What follows belongs to an exercise in optimizing a design on an open flow for small area; a production flow would make more cautious choices. In this exercise RTL edits were held to simulation tests only and were not proved equivalent to the original. Power figures rest on the tool's default switching activity, not on a simulated workload. The clock port is modelled as an ideal driver; clocking choices that lean on that would not hold on a real chip.

// risc_v
module risc_v
(
 input   wire                        CLK,
 input   wire                        RST,
 output  wire     [31:0]             PC,
 input   wire     [31:0]             Instr,
 output  wire                        MemWrite,
 output  wire     [31:0]             DataAdr,
 output  wire     [31:0]             WriteData,
 input   wire     [31:0]             ReadData
);
Size: ~1500 cells after synthesis, ~160 I/O pins.
Settings: LEC_CHECK=0, CAP_MARGIN=20, CORE_MARGIN=2, CORE_UTILIZATION=60, PLACE_DENSITY=0.85, SLEW_MARGIN=20; clock period 20.0 ns.
standard.sh (not shown) runs the stock make flow with config.mk's settings and CLKGATE_MAP_FILE= SYNTH_SCRIPT=/design/flow/synth_recipe.tcl, a recipe that flattens the netlist after the stock synthesis.
==> flow/flow/run.sh <==
#!/bin/bash
# Own flow: the standard layout (standard.sh, synth_recipe.tcl) with
#  - an area-oriented ABC script for the combinational logic (the registers,
#    their names and cells are those of the standard synthesis),
#  - the smallest buffer on the ports,
#  - a clock tree of the buffers below, without dummy loads.
# make's full output goes to standard.log; ORFS keeps each step's log
# under orfs/logs.
set -euo pipefail
here=$(pwd)
rm -rf "$here/scripts"
cp -r "$FLOW_HOME/scripts" "$here/scripts"
cp "$here/flow/abc_area.script" "$here/scripts/abc_speed.script"
export SCRIPTS_DIR="$here/scripts"
export BUFFER_PORTS_ARGS="-buffer_cell sky130_fd_sc_hd__buf_1"
export CTS_ARGS="-sink_clustering_enable -repair_clock_nets -dont_use_dummy_load -buf_list sky130_fd_sc_hd__clkbuf_8 -sink_clustering_size 22 -sink_clustering_max_diameter 45"
bash standard.sh > standard.log 2>&1
==> flow/flow/abc_area.script <==
strash
&get -n
&st
&synch2
&if -K 6
&mfs
&st
&dch -f
&put
amap
topo
Rerun with:
--- a/flow/flow/run.sh
+++ b/flow/flow/run.sh
@@ -16 +16 @@
-export CTS_ARGS="-sink_clustering_enable -repair_clock_nets -dont_use_dummy_load -buf_list sky130_fd_sc_hd__clkbuf_8 -sink_clustering_size 22 -sink_clustering_max_diameter 45"
+export CTS_ARGS="-sink_clustering_enable -repair_clock_nets -dont_use_dummy_load -buf_list sky130_fd_sc_hd__clkbuf_16 -sink_clustering_size 34 -sink_clustering_max_diameter 55"
- The new run completed with no timing, DRC or antenna violations
- fmax fell by 1.3%
- synthesized cell count stays the same
- wire length went up by 4.6%
- setup slack gets worse by 96 ps
- synthesized area is unchanged
- sequential power stays flat
- power grows by 3.1%
- die area does not change
Rerun with:
--- a/flow/flow/run.sh
+++ b/flow/flow/run.sh
@@ -16 +16 @@
-export CTS_ARGS="-sink_clustering_enable -repair_clock_nets -dont_use_dummy_load -buf_list sky130_fd_sc_hd__clkbuf_16 -sink_clustering_size 34 -sink_clustering_max_diameter 55"
+export CTS_ARGS="-sink_clustering_enable -repair_clock_nets -dont_use_dummy_load -buf_list {sky130_fd_sc_hd__clkbuf_4 sky130_fd_sc_hd__clkbuf_8} -sink_clustering_buffer sky130_fd_sc_hd__clkbuf_8 -sink_clustering_size 20 -sink_clustering_max_diameter 60"
--- a/flow/config.mk
+++ b/flow/config.mk
@@ -10,2 +10 @@
-export CORE_UTILIZATION = 60
-export PLACE_DENSITY = 0.85
+export CORE_UTILIZATION = 30
Outcome:
- The changed run completed with no timing, DRC or antenna violations
- setup slack loses 630 ps
- synthesized area is unchanged
- count of clock-buffer cells in the layout rises by 28
- sequential share of layout area fell by 1.6 points
- power went down by 2.6%
- final cell count goes up by 25%
- die area climbs by 98%
- via count falls by 1.5%
Rerun with:
--- a/flow/flow/run.sh
+++ b/flow/flow/run.sh
@@ -16 +16 @@
-export CTS_ARGS="-sink_clustering_enable -repair_clock_nets -dont_use_dummy_load -buf_list {sky130_fd_sc_hd__clkbuf_4 sky130_fd_sc_hd__clkbuf_8} -sink_clustering_buffer sky130_fd_sc_hd__clkbuf_8 -sink_clustering_size 20 -sink_clustering_max_diameter 60"
+export CTS_ARGS="-sink_clustering_enable -repair_clock_nets -dont_use_dummy_load -buf_list sky130_fd_sc_hd__clkbuf_4 -sink_clustering_size 12 -sink_clustering_max_diameter 35"
==> flow/flow/abc_area.script (replaced) <==
strash
&get -n
&st
&deepsyn -T 60
&st
&synch2
&if -K 6
&mfs
&st
&dch -f
&put
amap
topo
--- a/flow/config.mk
+++ b/flow/config.mk
@@ -10 +10,2 @@
-export CORE_UTILIZATION = 30
+export CORE_UTILIZATION = 60
+export PLACE_DENSITY = 0.85
After rerunning: Maximum frequency goes up by 15%. Register-to-register slack is worse by 110 ps. Via count rose by 4.7%. Flip-flop and latch count does not change. Clock skew climbs by 43 ps.

========
== v42 ==
The RTL this note starts from:
==> flow/design.v <==
module risc_v
(
 input   wire                        CLK,
 input   wire                        RST,
 output  wire     [31:0]             PC,
 input   wire     [31:0]             Instr,
 output  wire                        MemWrite,
 output  wire     [31:0]             DataAdr,
 output  wire     [31:0]             WriteData,
 input   wire     [31:0]             ReadData
);
 reg  [4:0] cnt;
 reg        ph;      
 reg        run;     
 always @(posedge CLK or negedge RST)
   if (!RST) begin
     cnt <= 5'd0;
     ph  <= 1'b0;
     run <= 1'b0;
   end else begin
     cnt <= cnt + 5'd1;
     if (cnt == 5'd31) begin
       if (run) ph <= ~ph;
       run <= 1'b1;
     end
   end
 wire c0  = (cnt == 5'd0);
 wire c2  = (cnt == 5'd2);
 wire c31 = (cnt == 5'd31);
 wire p1  = run & ~ph;
 wire p2  = run & ph;
 wire [6:0] op   = Instr[6:0];
 wire [2:0] f3   = Instr[14:12];
 wire isLd  = (op == 7'b0000011);
 wire isSt  = (op == 7'b0100011);
 wire isR   = (op == 7'b0110011);
 wire isI   = (op == 7'b0010011);
 wire isBr  = (op == 7'b1100011);
 wire isJal = (op == 7'b1101111);
 wire isAlu = isR | isI;
 wire fSlt  = (f3 == 3'b010);
 wire fOr   = (f3 == 3'b110);
 wire fAdd  = (f3 == 3'b000);
 wire sltu  = isAlu & fSlt;
 wire subop = isR & fAdd & Instr[30];
 wire doOr  = isAlu & fOr;
 wire doAnd = isAlu & ~(fAdd | fSlt | fOr);
 reg  [2:0] k;
 reg  [4:0] rdl;     
 wire wr   = k[2] | (k[1] & k[0]);
 wire jmp  = ~k[2] & k[1];
 wire st   = ~k[2] & ~k[1] & k[0];
 wire ld   = k[2] & ~k[1] & k[0];
 wire        swap = p1 ? isSt : (ph & st);
 wire [4:0]  adr2 = ph ? rdl : Instr[24:20];
 wire        wen  = swap | (p2 & wr);
 wire [31:0] rout;
 wire        wbit;
 reg  [31:0] wd;                        
 wire        wbus = run & (swap ? wd[0] : wbit);
 wire [3:0] wl;
 wire [7:0] wh;
 genvar g;
 generate
   for (g = 0; g < 4; g = g + 1) begin : dl
     assign wl[g] = ~run | (wen & (adr2[1:0] == g));
   end
   for (g = 0; g < 8; g = g + 1) begin : dh
     assign wh[g] = ~run | (adr2[4:2] == g);
   end
   for (g = 0; g < 31; g = g + 1) begin : rf
     reg  [31:0] x;
     wire we = wl[g % 4] & wh[g / 4];
     always @(posedge CLK)
       x <= {(we ? wbus : x[0]), x[31:1]};
     assign rout[g] = x[0];
   end
 endgenerate
 assign rout[31] = wd[0];
 wire a = rout[Instr[19:15]];
 wire b = rout[adr2];
 reg im;
 wire sb = isSt | isBr;
 always @(*) begin
   case (cnt)
     5'd0:  im = isSt ? Instr[7] : ((isBr | isJal) ? 1'b0 : Instr[20]);
     5'd1:  im = sb ? Instr[8]  : Instr[21];
     5'd2:  im = sb ? Instr[9]  : Instr[22];
     5'd3:  im = sb ? Instr[10] : Instr[23];
     5'd4:  im = sb ? Instr[11] : Instr[24];
     5'd5:  im = Instr[25];
     5'd6:  im = Instr[26];
     5'd7:  im = Instr[27];
     5'd8:  im = Instr[28];
     5'd9:  im = Instr[29];
     5'd10: im = Instr[30];
     5'd11: im = isBr ? Instr[7] : (isJal ? Instr[20] : Instr[31]);
     5'd12: im = isJal ? Instr[12] : Instr[31];
     5'd13: im = isJal ? Instr[13] : Instr[31];
     5'd14: im = isJal ? Instr[14] : Instr[31];
     5'd15: im = isJal ? Instr[15] : Instr[31];
     5'd16: im = isJal ? Instr[16] : Instr[31];
     5'd17: im = isJal ? Instr[17] : Instr[31];
     5'd18: im = isJal ? Instr[18] : Instr[31];
     5'd19: im = isJal ? Instr[19] : Instr[31];
     default: im = Instr[31];
   endcase
 end
 reg  [31:0] pc_r;
 reg  [31:0] da;
 reg         c;      
 reg         e;      
 wire opA  = a & ~(isBr | isJal);
 wire opB  = isR ? b : im;
 wire inv  = subop | sltu;
 wire opBx = opB ^ inv;
 wire cin  = c0 ? (inv & ~ph) : c;
 wire sum  = opA ^ opBx ^ cin;
 wire cout = (opA & opBx) | (opA & cin) | (opBx & cin);
 wire res  = doOr ? (opA | opB) : (doAnd ? (opA & opB) : sum);
 wire eqin   = (c0 | e) & ~(a ^ b);
 wire pa     = pc_r[0];
 wire addend = jmp ? da[0] : c2;
 wire psum   = pa ^ addend ^ cin;
 wire pcout  = (pa & addend) | (pa & cin) | (addend & cin);
 wire inc    = c2 | (e & ~c0);
 wire link   = pa ^ inc;
 wire ldcap  = ph & c0 & ld;
 always @(posedge CLK) begin
   c  <= ph ? pcout : cout;
   e  <= ph ? (pa & inc) : eqin;
   da <= {res, (ldcap ? ReadData[31:1] : da[31:1])};
   if (~p1)
     pc_r <= {(run & psum), pc_r[31:1]};
   if (p1 & c31) begin
     rdl <= isSt ? Instr[24:20] : Instr[11:7];
     if (isLd)       k <= 3'b101;
     else if (isSt)  k <= 3'b001;
     else if (isJal) k <= 3'b011;
     else if (isBr)  k <= eqin ? 3'b010 : 3'b000;
     else if (isAlu) k <= sltu ? (cout ? 3'b110 : 3'b111) : 3'b100;
     else            k <= 3'b000;
   end
 end
 assign wbit = ~k[2] ? link :
               k[1]  ? (k[0] & c0) :
               ((k[0] & c0) ? ReadData[0] : da[0]);
 wire we31 = p2 & wr & (rdl == 5'd31);
 always @(posedge CLK)
   wd <= {(~run ? 1'b0 : swap ? b : we31 ? wbit : wd[0]), wd[31:1]};
 assign PC        = pc_r;
 assign DataAdr   = da;
 assign WriteData = wd;
 assign MemWrite  = p2 & c0 & st;
endmodule
Settings: LEC_CHECK=0, CAP_MARGIN=20, CORE_MARGIN=2, CORE_UTILIZATION=70, PLACE_DENSITY=0.92, SLEW_MARGIN=20; clock period 20.0 ns.
==> flow/flow/run.sh <==
#!/bin/bash
# Own flow: the standard layout (standard.sh, synth_recipe.tcl) with
#  - an area-oriented ABC script for the combinational logic (the registers,
#    their names and cells are those of the standard synthesis),
#  - the smallest buffer on the ports,
#  - a clock tree of the buffers below, without dummy loads.
# make's full output goes to standard.log; ORFS keeps each step's log
# under orfs/logs.
set -euo pipefail
here=$(pwd)
rm -rf "$here/scripts"
cp -r "$FLOW_HOME/scripts" "$here/scripts"
cp "$here/flow/abc_area.script" "$here/scripts/abc_speed.script"
export SCRIPTS_DIR="$here/scripts"
export BUFFER_PORTS_ARGS="-buffer_cell sky130_fd_sc_hd__buf_1"
export CTS_ARGS="-sink_clustering_enable -repair_clock_nets -dont_use_dummy_load -buf_list sky130_fd_sc_hd__clkbuf_4 -sink_clustering_size 13 -sink_clustering_max_diameter 30"
bash standard.sh > standard.log 2>&1
==> flow/flow/abc_area.script <==
strash
&get -n
&st
&synch2
&if -K 6
&mfs
&st
&dch -f
&put
amap
topo
Here is what was changed in the inputs of v35 compared with v42.
# v42
export LEC_CHECK = 0
export CAP_MARGIN = 20
export CORE_MARGIN = 2
export CORE_UTILIZATION = 70
export PLACE_DENSITY = 0.92
export SLEW_MARGIN = 20
create_clock -name core_clock -period 20.0 [get_ports {CLK}]
# v35
export LEC_CHECK = 0
export CAP_MARGIN = 20
export CORE_MARGIN = 2
export CORE_UTILIZATION = 30
export SLEW_MARGIN = 20
create_clock -name core_clock -period 20.0 [get_ports {CLK}]
diff --git a/flow/flow/run.sh b/flow/flow/run.sh
--- a/flow/flow/run.sh
+++ b/flow/flow/run.sh
@@ -16 +16 @@
-export CTS_ARGS="-sink_clustering_enable -repair_clock_nets -dont_use_dummy_load -buf_list sky130_fd_sc_hd__clkbuf_4 -sink_clustering_size 13 -sink_clustering_max_diameter 30"
+export CTS_ARGS="-sink_clustering_enable -repair_clock_nets -dont_use_dummy_load -buf_list sky130_fd_sc_hd__clkbuf_16 -sink_clustering_size 36 -sink_clustering_max_diameter 80"
## What came out
- v35: number of CTS-inserted buffers lower than v42
- Compared with v42, v35 shows setup slack lower by 0.44 ns.
- Per the comparison of v35 with v42, area of the core grew by 47000 um^2, via count of the routed design shrank by 7.2%, final cell count grew by 24%.
Setup changes, v35 to v22
# v35
export LEC_CHECK = 0
export CAP_MARGIN = 20
export CORE_MARGIN = 2
export CORE_UTILIZATION = 30
export SLEW_MARGIN = 20
create_clock -name core_clock -period 20.0 [get_ports {CLK}]
# v22
export LEC_CHECK = 0
export CAP_MARGIN = 20
export CORE_MARGIN = 2
export CORE_UTILIZATION = 60
export PLACE_DENSITY = 0.85
export SLEW_MARGIN = 20
create_clock -name core_clock -period 20.0 [get_ports {CLK}]
diff --git a/flow/flow/run.sh b/flow/flow/run.sh
--- a/flow/flow/run.sh
+++ b/flow/flow/run.sh
@@ -16 +16 @@
-export CTS_ARGS="-sink_clustering_enable -repair_clock_nets -dont_use_dummy_load -buf_list sky130_fd_sc_hd__clkbuf_16 -sink_clustering_size 36 -sink_clustering_max_diameter 80"
+export CTS_ARGS="-sink_clustering_enable -repair_clock_nets -dont_use_dummy_load -buf_list sky130_fd_sc_hd__buf_4 -sink_clustering_size 14 -sink_clustering_max_diameter 40"
### Flow results
- Compared v22 against v35; switching power of the nets within noise.
- Mean number of vias per cell (lower): v35
- On met2 usage: between v22 and v35, it ends up lower for v35.
- Worst setup margin delta (v22 − v35): favourable
- On part of the total power dissipated in combinational logic, v22 tracks v35 almost exactly.
- Compared with v35, v22 degrades setup slack on the worst flop-to-flop path.
- Between v22 and v35, it is v22 whose die area is lower, by 42000 um^2.
- | final routed wirelength across all metal layers | v22 vs v35 | worse |
- Looking only at critical path depth, and setting everything else aside, the higher value of v22 and v35 goes to v22.
- Sequential-to-total area share from yosys stat delta (v22 -> v35): insignificant
- Chip width: v22 and v35 compared, lower one is v22
## Diff of input files: v3 against v22
diff --git a/flow/flow/run.sh b/flow/flow/run.sh
--- a/flow/flow/run.sh
+++ b/flow/flow/run.sh
@@ -16 +16 @@
-export CTS_ARGS="-sink_clustering_enable -repair_clock_nets -dont_use_dummy_load -buf_list sky130_fd_sc_hd__buf_4 -sink_clustering_size 14 -sink_clustering_max_diameter 40"
+export CTS_ARGS="-sink_clustering_enable -repair_clock_nets -dont_use_dummy_load -buf_list sky130_fd_sc_hd__clkbuf_8 -sink_clustering_size 20 -sink_clustering_max_diameter 40"
--- outcome ---
Looking at hold slack across both flows, v3 is the weaker of the two, with v22 ahead.
Diff v22 -> v3 | clock latency reported for the late side of the worst-skew pair | decrease of 0.07 ns
Met1 wire length (v3 vs. v22) decreases slightly
The total detailed-routing wirelength number comes out lower for v22 vs v3.
Against v22 as the reference, v3 delivers a lower sequential share of layout area.
v22 has a lower final clock period utilization by the worst path than v3.

## afterwards: timing with drivers on the ports
In the flow no input, the clock included, has a driving cell. The finished layouts below were timed again as built, in two steps.
Step 1: set_driving_cell puts a clkbuf_16 on CLK and a buf_2 on each other input, an assumption about the parent block.
Step 2 times the ports against the registers' clock, not the clock port: input delays grow and output delays shrink by t, the midpoint of the rising clock arrivals with the driver on.
Three values: no drivers, after step 1, after step 2; two values: the first two.
run	shift t [ns]	slack for setup (ns)	worst setup path after step 2
the first run of note 1	0.647	12.794 / 12.808 / 12.161	input to register
the second run of note 1	0.619	12.697 / 12.708 / 12.089	input to register
the third run of note 1	0.663	12.071 / 12.086 / 11.422	input to register
the fourth run of note 1	0.829	13.133 / 13.133 / 12.305	input to register
v42	0.847	12.446 / 12.465 / 11.618	input to register
v35	0.615	12.008 / 12.026 / 11.411	input to register
v22	0.732	12.890 / 12.908 / 12.176	input to register
v3	0.664	12.838 / 12.854 / 12.190	input to register
After both steps every run listed still meets setup and hold.
